Background: an optimization exercise with open tools, aiming at small area. Do not read the settings as production practice.
The RTL was checked by simulation tests, not by an equivalence proof against the original design.

==> flow/design.v <==
module Calculator ( clk , rst_n , SW , HEX0 , HEX1 , HEX2 , HEX3 , HEX4 , HEX5 , LEDR );
wire Clk , Reset;
reg [3:0] count;
input clk;    
input rst_n;  
input [9:0] SW;
output reg [6:0] HEX0 , HEX1 , HEX2 , HEX3 , HEX4 , HEX5;
output reg [9:0] LEDR;
reg [2:0] num2 , operator;
reg [7:0] num1;
reg [3:0] hundreds , tens , units;
reg [8:0] result;
reg error;
reg [7:0] num;
reg [11:0] bcd_out;
assign Clk = clk;
assign Reset = ~rst_n;
function [11:0] Shift_Add_3;
		 input [7:0] in;  
		 reg [11:0] temp_out;  
		 reg [7:0] shift;      
		 reg [3:0] units_out, tens_out, hundreds_out;
		 reg cunit, cten, chun;
		 integer i;
		 begin
			  temp_out = 12'b000000000000;  
			  shift = in;                   
			  for (i = 0; i < 7; i = i + 1) begin
					temp_out = {temp_out[10:0], shift[7]};
					shift = {shift[6:0], 1'b0};  
					if (temp_out[3] || (temp_out[2] && (temp_out[1] || temp_out[0]))) begin
						temp_out = temp_out + {8'b0 , 4'b0011};
					end
					if (temp_out[7] || (temp_out[6] && (temp_out[5] || temp_out[4]))) begin
						temp_out = temp_out + {4'b0 , 4'b0011 , 4'b0};
					end
					if (temp_out[11] || (temp_out[10] && (temp_out[9] || temp_out[8]))) begin
						 temp_out = temp_out + {4'b0011 , 8'b0};
					end
			  end
				temp_out = {temp_out[10:0], shift[7]};
				shift = {shift[6:0], 1'b0};
			   Shift_Add_3 = temp_out;
		 end
endfunction
function [6:0] bcd_to_hex;
        input [3:0] bcd;
        begin
            case (bcd)
                4'b0000: bcd_to_hex = 7'b1000000;  
                4'b0001: bcd_to_hex = 7'b1111001;  
                4'b0010: bcd_to_hex = 7'b0100100;  
                4'b0011: bcd_to_hex = 7'b0110000;  
                4'b0100: bcd_to_hex = 7'b0011001;  
                4'b0101: bcd_to_hex = 7'b0010010;  
                4'b0110: bcd_to_hex = 7'b0000010;  
                4'b0111: bcd_to_hex = 7'b0111000;  
                4'b1000: bcd_to_hex = 7'b0000000;  
                4'b1001: bcd_to_hex = 7'b0010000;  
					 4'b1010: bcd_to_hex = 7'b0000110;  
					 4'b1011: bcd_to_hex = 7'b0101111;  
					 4'b1100: bcd_to_hex = 7'b0111111;  
                default: bcd_to_hex = 7'b1111111; 
            endcase
        end
endfunction
function [1:0] halfAdder;
input input1 , input2;
reg carry1 , output1;
begin
 carry1 = input1 & input2;
 output1 = input1 ^ input2;
halfAdder={carry1,output1};
end
endfunction
function [1:0] fullAdder;
input input1 , input2 , input3;
reg carry2 , output2;
reg sum1, cout, cin;
begin
{cout,sum1} = halfAdder (input1, input2);
{cin,output2} = halfAdder (sum1,input3);
carry2 = cout | cin;
fullAdder={carry2,output2};
end
endfunction
function [8:0] ADDONE;
input [8:0] CA; 
reg [8:0] Cresult;
reg [8:0] CB , carryO;
integer k; 
begin
CB = 9'b000000001;
{carryO[0],Cresult[0]} = halfAdder(CA[0] ,CB[0]) ;
	for ( k = 1; k < 9; k = k + 1) 
		begin : adder_loop 
			{carryO[k],Cresult[k] } = fullAdder(CA[k],CB[k],carryO[k - 1]);
		end
ADDONE=Cresult;
end
endfunction
function [8:0] Complement;
input [8:0] numm1;
reg [8:0] r;
reg [8:0] b;
reg [8:0] a;
integer k;
begin
 a = 9'b111111111;
for (k = 0; k < 9; k = k + 1) begin : xor_loop  
 b[k] = numm1[k]^a[k];
end
{r}=ADDONE(b);
Complement=r;
end
endfunction
function [8:0] Add;
input [8:0] A; 
input [8:0] B; 
reg [8:0] result; 
reg [8:0] carry;
reg[8:0]set1;
reg[8:0]num1;
reg[8:0]set2;
reg[8:0]num2;
reg [8:0] set3;
reg [8:0]start_result;
reg[8:0]complement_out;
reg [8:0] complement1_result;
reg [8:0] complement2_result;
integer k;
begin
 set1 = {1'b0, A[7:0]};
 set2 = {1'b0, B[7:0]};
{complement1_result}=Complement (set1);
{complement2_result}=Complement (set2);
 num1 = (A[8] == 0) ? A : complement1_result;
 num2 = (B[8] == 0) ? B : complement2_result;
{carry[0],start_result[0]}=halfAdder (num1[0],num2[0]) ;
for (k = 1; k < 9; k = k + 1) begin : adder_loop 
{carry[k],start_result[k]}=fullAdder (num1[k],num2[k],carry[k - 1]);
end
set3 = {1'b0, start_result[7:0]};
{complement_out}=Complement(set3);
result=(start_result[8] == 0) ? start_result : complement_out;
Add=result;
end
endfunction
function [8:0] Subtract;
input [8:0] sa; 
input [8:0] sb; 
reg [8:0] setresult;
reg [8:0] sresult;
reg  sets;
reg [8:0] complements_result;
begin
 sets = (sb[8]==0)? 1'b1:1'b0;
 setresult ={sets,sb[7:0]};
{sresult}=Add (setresult,sa);
Subtract=sresult;
end
endfunction
function [8:0] Multiply;
input [8:0] num1;
input [8:0] num2;
reg [8:0] result;
begin
if (num2[1:0] == 2'b00) begin
	result = 9'b00000000;
end
else if (num2[1:0] == 2'b01) begin
	result = num1;
end
else if (num2[1:0] == 2'b10) begin
	result = {1'b0 , num1[6:0] , 1'b0};
end
else if (num2[1:0] == 2'b11) begin
	result = Add( {1'b0 , num1[6:0] , 1'b0} , {1'b0 , num1[7:0]} );
end
result[8] = num1[8] ^ num2[8];
Multiply = result;
end
endfunction
function [9:0] Divide;
input [8:0] d ;
input [8:0] v ;
reg [8:0] result ;
reg error ;
reg [8:0] rem ;
reg [8:0] temp_rem ;
reg [8:0] q;
reg sign ;
integer k ;
begin
sign = d[8] ^ v[8] ;
q = 9'b000000000;
rem = 9'b00000000;
result = 9'b000000000;
	if((~v[0])&&(~v[1])) begin 
		error = 1 ;
		result = 9'b000000000;
	end
	else if((~v[1])&&v[0])begin
		error = 0 ;
		result = {sign,d[7:0]};
	end
	else if((~v[0]) && v[1]) begin
		error = 0 ;
		result = {sign,1'b0,d[7:1]};
	end
	else begin 
		error = 0 ;
		for(k = 0 ; k < 8 ; k=k+1) begin : division_loop
			rem = {rem[6:0],d[7-k]} ;
			temp_rem = Subtract(rem,9'b000000011) ;
			if(~temp_rem[8]) begin
				rem = temp_rem ;
				q = {q[6:0],1'b1};
			end
			else begin
				q = {q[6:0],1'b0};
			end
		end
		result = {sign , q[7:0]};
	end	
	Divide = {error , result};
end
endfunction 
function [9:0] arithmeticOP;
input [7:0] num1;
input [2:0] num2;
input [1:0] operator;
reg [8:0] result;
reg error;
if( operator == 2'b00 ) begin
	result = Add ({num1[7] , 1'b0 , num1[6:0]} , {num2[2] , 6'b000000 , num2[1:0]});
	error = 1'b0;
end
else if ( operator == 2'b01 ) begin
	result = Subtract ({num1[7] , 1'b0 , num1[6:0]} , {num2[2] , 6'b000000 , num2[1:0]});
	error = 1'b0;
end
else if (operator == 2'b10 ) begin
	result = Multiply ({num1[7] , 1'b0 , num1[6:0]} , {num2[2] , 6'b000000 , num2[1:0]});
	error = 1'b0;
end
else if (operator == 2'b11 ) begin
	{error , result} = Divide({num1[7] , 1'b0 , num1[6:0]} , {num2[2] , 6'b000000 , num2[1:0]});
end
arithmeticOP = {error, result};
endfunction
wire [8:0] op_a = {num1[7] , 1'b0 , num1[6:0]};
wire [8:0] op_b = {~SW[2] , 6'b000000 , SW[1:0]};
wire [8:0] add_out = Add (op_a , op_b);
wire [8:0] sub_out = Subtract (op_a , op_b);
wire [8:0] mul_out = Multiply (op_a , op_b);
wire [9:0] div_out = Divide (op_a , op_b);
wire [9:0] arith_out = (SW[5:4] == 2'b00) ? {1'b0 , add_out} :
                       (SW[5:4] == 2'b01) ? {1'b0 , sub_out} :
                       (SW[5:4] == 2'b10) ? {1'b0 , mul_out} : div_out;
wire [11:0] bcd_w = Shift_Add_3(arith_out[7:0]);
always @(posedge Clk) begin
    if(Reset) begin
        count = 4'b0001;
        num1 = 8'b0;
        num2 = 3'b0;
        result = 9'b0;
        error = 1'b0;
        LEDR = 10'b0;
        HEX0 = bcd_to_hex(4'b0);
        HEX1 = bcd_to_hex(4'b1111);
        HEX2 = bcd_to_hex(4'b0);
        HEX3 = bcd_to_hex(4'b0);
        HEX4 = bcd_to_hex(4'b0);
        HEX5 = bcd_to_hex(4'b1111);
    end
    else begin
        num2 = {~SW[2], SW[1:0]};  
        operator = SW[5:4];
        if(count <= 5) begin   
				HEX0 = bcd_to_hex({2'b00, num2[1:0]});
				if(num2[2] && (num2[1:0] != 2'b00)) begin   
					 HEX1 = bcd_to_hex(4'b1100);   
				end
				else begin
					 HEX1 = bcd_to_hex(4'b1111);   
				end
            if(count == 1) begin
                result = {num2[2], 6'b000000, num2[1:0]};
                error = 1'b0;
                LEDR = 10'b0;
            end
            else begin
                {error, result} = arith_out;
					 if(error) begin   
						 LEDR[0] = 1'b1;
						 HEX2 = bcd_to_hex(4'b1011);   
						 HEX3 = bcd_to_hex(4'b1011);   
						 HEX4 = bcd_to_hex(4'b1010);   
						 HEX5 = bcd_to_hex(4'b1111);   
						 count = 4'b0110;   
					 end
                else begin
                    if(result[7:0] == 8'b0) begin
                        result[8] = 0;
                        LEDR[2] = 1'b1;
                    end
                    else begin
                        LEDR[2] = 1'b0;
                    end
                    if(result[8]) begin 
                        HEX5 = bcd_to_hex(4'b1100);
                        LEDR[1] = 1'b1;
                    end
                    else begin
                        HEX5 = bcd_to_hex(4'b1111);
                        LEDR[1] = 1'b0;
                    end
                    bcd_out = bcd_w;
                    hundreds = bcd_out[11:8];
                    tens = bcd_out[7:4];
                    units = bcd_out[3:0];
                    HEX2 = bcd_to_hex(units);
                    HEX3 = bcd_to_hex(tens);
                    HEX4 = bcd_to_hex(hundreds);
                end
            end
            if(!error) begin   
                num1 = {result[8], result[6:0]};
                count = count + 1;
            end
        end
        else begin
            HEX0 = bcd_to_hex(4'b1111);
            HEX1 = bcd_to_hex(4'b1111);
        end
    end
end
endmodule
==> flow/run.sh <==
#!/bin/bash
# synth_recipe.tcl (not shown) runs the flow's synth.tcl, then flattens the netlist and writes it again
# the make line also repeats each setting of config.mk as NAME=value (left out here)
make -C /OpenROAD-flow-scripts/flow DESIGN_CONFIG=/design/flow/config.mk WORK_HOME=/design/flow/orfs CLKGATE_MAP_FILE= SYNTH_SCRIPT=/design/flow/synth_recipe.tcl finish
==> flow/config.mk <==
export PLATFORM = sky130hd
export DESIGN_NAME = Calculator
export DESIGN_NICKNAME = Calculator
export VERILOG_FILES = /design/flow/design.v
export SDC_FILE = /design/flow/constraint.sdc
export NUM_CORES = 4
export LEC_CHECK = 0
export CAP_MARGIN = 20
export CORE_MARGIN = 2
export CORE_UTILIZATION = 40
export SLEW_MARGIN = 20
==> flow/constraint.sdc <==
create_clock -name core_clock -period 16.0 [get_ports {clk}]
set_input_delay 3.2000 -clock core_clock [delete_from_list [all_inputs] [get_ports {clk}]]
set_output_delay 3.2000 -clock core_clock [all_outputs]
set_load 0.01 [all_outputs]
==> impl_results.md <==
* Dpl cells at 1,149
* Synth Area per Inst at between 7 and 8 um2
* Clk root buf: clkbuf_16
* Fraction of layout cells with a size suffix above 1 at between 10% and 20%
* Adder-Cell Fraction of Synth Area at roughly a quarter
* Layout area overhead at 14.9%
* Worst skew pair latency at 0.29 ns
* Max clock buf depth at 2
* Source of the worst register-to-register timing path: num1[1]
* Nature of the critical path endpoint: register
* Die W at 136 um
* Starting Density at 40.4%
* Final Setup Violations at 0
* TritonCTS clock tree: yes
* Max-cap viol count at 0
* Post-synth ARST share at 0%
* Ant. Diodes at 0
* Depth of the most critical reg-to-reg path at 64
* Cell accounting for the most synthesized area: ha_1
* Setup CP Type: in2reg
* Final wirelength at 16,700 um
* Area contributors post-synth: ha_1, dfxtp_1, fa_1
* Core area at 17,100 um2
* Post-CTS Hold Buffers at 0
* Fin. max-slew vios at 0
* GRT Overall Usage at 18.2%
* Largest family of logic cells by synthesized area: adder cells
* Post-route insts no fill at 1,158
* Yosys warnings at 1
* Crit-path leading delay family: adder cells
* Depth of the CTS H-tree at 2
* Post-synth top area share at 18.6%
* CP Data Arrival Time at 15.14 ns
* Worst path bufs/invs at 17
* Vias per cell at 5.38
* Cell Area, Synth at 6920 um2
* Total number of vias at 6,227
* Final worst path period share at 93.5%
* Complex-gate fraction of the synthesized area at 23.8%
* Worst path max stage delay at 0.69 ns
* CTS buffer count at 5
* Slowest stage cell, crit path: clkdlybuf4s50_1
* Row count at 48
* Hold Path Cell Cnt at 2
* Worst rel slew slack at a little under half
* Drt first pass iters at 5
* Leading register cell type out of synthesis: dfxtp_1
* Worst slew pin tran at roughly 0.8 ns
* Final HPWL DP at 13,400 um
* Post-Synth XOR/XNOR Area at 4.07%
* WP data required at 16.18 ns
* Fmax at 66.9 MHz
* Die area at 18,400 um2
* Synth cell types at 95
* GRT overflow at 0
* Final Skew at 0.00447 ns
* Post-route setup TNS at 0 ns
* I/O Pins at 64
* Fin. Hold Viols at 0
* Clk pin slew, worst setup/hold paths at 0.07 ns
* Synth Area in Simple Gates at 20.2%
* Fin util at 46.5%
* DRT antenna net count at 0
* Number of global-route vias before repair at 5,876
* Most common cell on crit path: inv_1
* Clock Sinks at 44
* Buffers on Ports at 39
* WHS Endpoint: LEDR[2]
* Hold Worst Slack at 0.476 ns
* Status: finished clean
* Max Fanout on Critical Path at 13
* Initial antenna violation count at 0
* GP Congestion at between 0.8 and 0.9
* Final min period at 14.95 ns
* First-pass GRT wire length at 28,000 um
* RSZ-0062 raised after global routing: no
* Seq/Total Area, Yosys at 12.7%
* R2R Setup Slk at approximately 3.5 ns
* Min-delay src: LEDR[2]
* Register bit count reported by yosys at 44
* R2R Path End: HEX4[5]
* Initial DRC Count at 308
* Post-Syn Instances at approximately 900
* EDFF count, synth at 0
* Number of fillers in the final layout at 1,738
* Wire per inst at approximately 14 um
* Pin count of the biggest net entering global routing at 40
* Post-route DRC at 0
* Die Ht at approximately 140 um
* Final #Nets at 1,066
* CP Launch Type: primary input
* Min-Delay Path Class: reg2reg
* Mux share of post-synthesis cell area at 6.52%
==> worst max path at each step <==
stage                     startpoint       to  slack [ns]  depth (start not counted)
after floorplan                SW[0]  HEX4[5]        1.03                         60
after global placement         SW[0]  HEX4[0]        0.13                         63
after detailed placement       SW[0]  HEX4[3]        0.10                         63
after CTS                      SW[0]  HEX4[0]        0.36                         63
after global routing           SW[2]  HEX4[5]        0.07                         66
final                          SW[2]  HEX4[5]        1.05                         63
==> registers in the layout, summed over array words and instances, names as in the netlist <==
name / count
num1: 8
count: 4
LEDR: 3
HEX5: 1
HEX3: 7
HEX0: 6
HEX2: 7
HEX1: 1
HEX4: 7
==> cell families after synthesis <==
| kind of cell | after synthesis |
|---|---|
| other | 2 |
| multiplexers | 42 |
| buffers and inverters | 132 |
| XOR/XNOR | 28 |
| AND/OR/NAND/NOR | 271 |
| flip-flops | 44 |
| AO/OA/AOI/OAI | 233 |
| adder cells (fa/ha/maj) | 122 |
==> worst min-delay path: cells and delay by family, from the launching register on <==
kind               cells  cell delay [ns]
AOI/OAI and AO/OA      1             0.05
DFF                    1             0.32
and+or+nand+nor        1             0.06
==> through the flow <==
stage	setup slack (ns)	area (um2)
floorplan	1.03	6990
global placement	0.126	7680
detailed placement	0.105	7680
CTS	0.358	7860
global route	0.0746	7950
finish	1.05	7950
==> Yosys cell counts (3+ instances only) <==
cell type    n
ha_1       103
inv_1       84
nand2_1     84
a21oi_1     57
o21ai_0     55
nor2_1      53
dfxtp_1     44
buf_4       23
mux2i_1     23
nand2b_1    22
nor2b_1     22
fa_1        19
nand3_1     19
xnor2_1     18
nor3_1      17
mux2_2      16
clkbuf_1    13
o211ai_1    12
o21a_1       9
a211oi_1     8
a211o_1      7
and3_1       7
or2_2        7
xor2_1       7
a31oi_1      6
buf_2        6
nand4_1      6
or3_1        6
a21boi_0     5
a21o_1       5
nor4_1       5
o2111ai_1    4
o311ai_1     4
o31ai_1      4
a2111oi_0    3
a21oi_2      3
a32o_1       3
and2_1       3
buf_1        3
inv_2        3
nand3b_1     3
o22ai_1      3
o31a_1       3
==> layout by cell type, fill, tap and decap left out, drive strengths merged, types with 8 or more instances in the layout <==
cell type,n
o21ai,58
ha,103
dfxtp,44
a211oi,10
clkdlybuf4s50,37
xnor2,18
buf,39
nor2,54
nand2b,24
o21a,9
mux2i,23
nand2,84
xor2,8
nor2b,22
nand3,19
conb,20
nor3,18
fa,19
mux2,19
o211ai,12
a21oi,61
inv,88
==> what timing repair did <==
item,4_1_cts,5_1_grt
gates resized for setup,0,20
hold endpoints to repair,0,0
setup endpoints to repair,0,7
setup buffers,0,1
==> layout make-up <==
type	instances	area, um2	area share, %
repair buffers	78	688	8.65
clock inverters	3	46.3	0.582
flip-flops and latches	44	881	11.1
multi-input cells	716	5600	70.5
inverters	87	327	4.11
clock buffers	5	125	1.57
well taps	225	282	3.54
==> layer usage <==
metal | up-vias | track usage, % | routed length (um)
li1 | 3177 | - | -
met1 | 2967 | 24.8 | 8150
met2 | 70 | 32.0 | 8020
met3 | 13 | 1.31 | 299
met4 | 0 | 3.13 | 200
met5 | - | 0 | 0

[what the ideal ports hide]
The flow's constraints put no driver on any port. The routed layout listed below was extracted and timed again, unchanged, in two steps.
Step 1: set_driving_cell puts a clkbuf_16 on clk and a buf_2 on each other input, an assumption about the parent block.
Step 2 moves the port delays by t, midway between the first and last clock arrival at a register: inputs arrive t later, outputs are due t later. That takes back most of the time a late clock gives input paths.
a / b / c = no drivers / after step 1 / after step 2; a / b = the first two.
shift t [ns]: 0.319
setup WS [ns]: 1.046 / 1.049 / 0.730
worst hold slack (ns): 0.476 / 0.476 / 0.476
pins driven straight from the clock port: 1
After both steps this run still meets setup and hold. For this run, drivers alone change the setup slack by +0.003 ns; drivers and shift together by -0.316 ns.
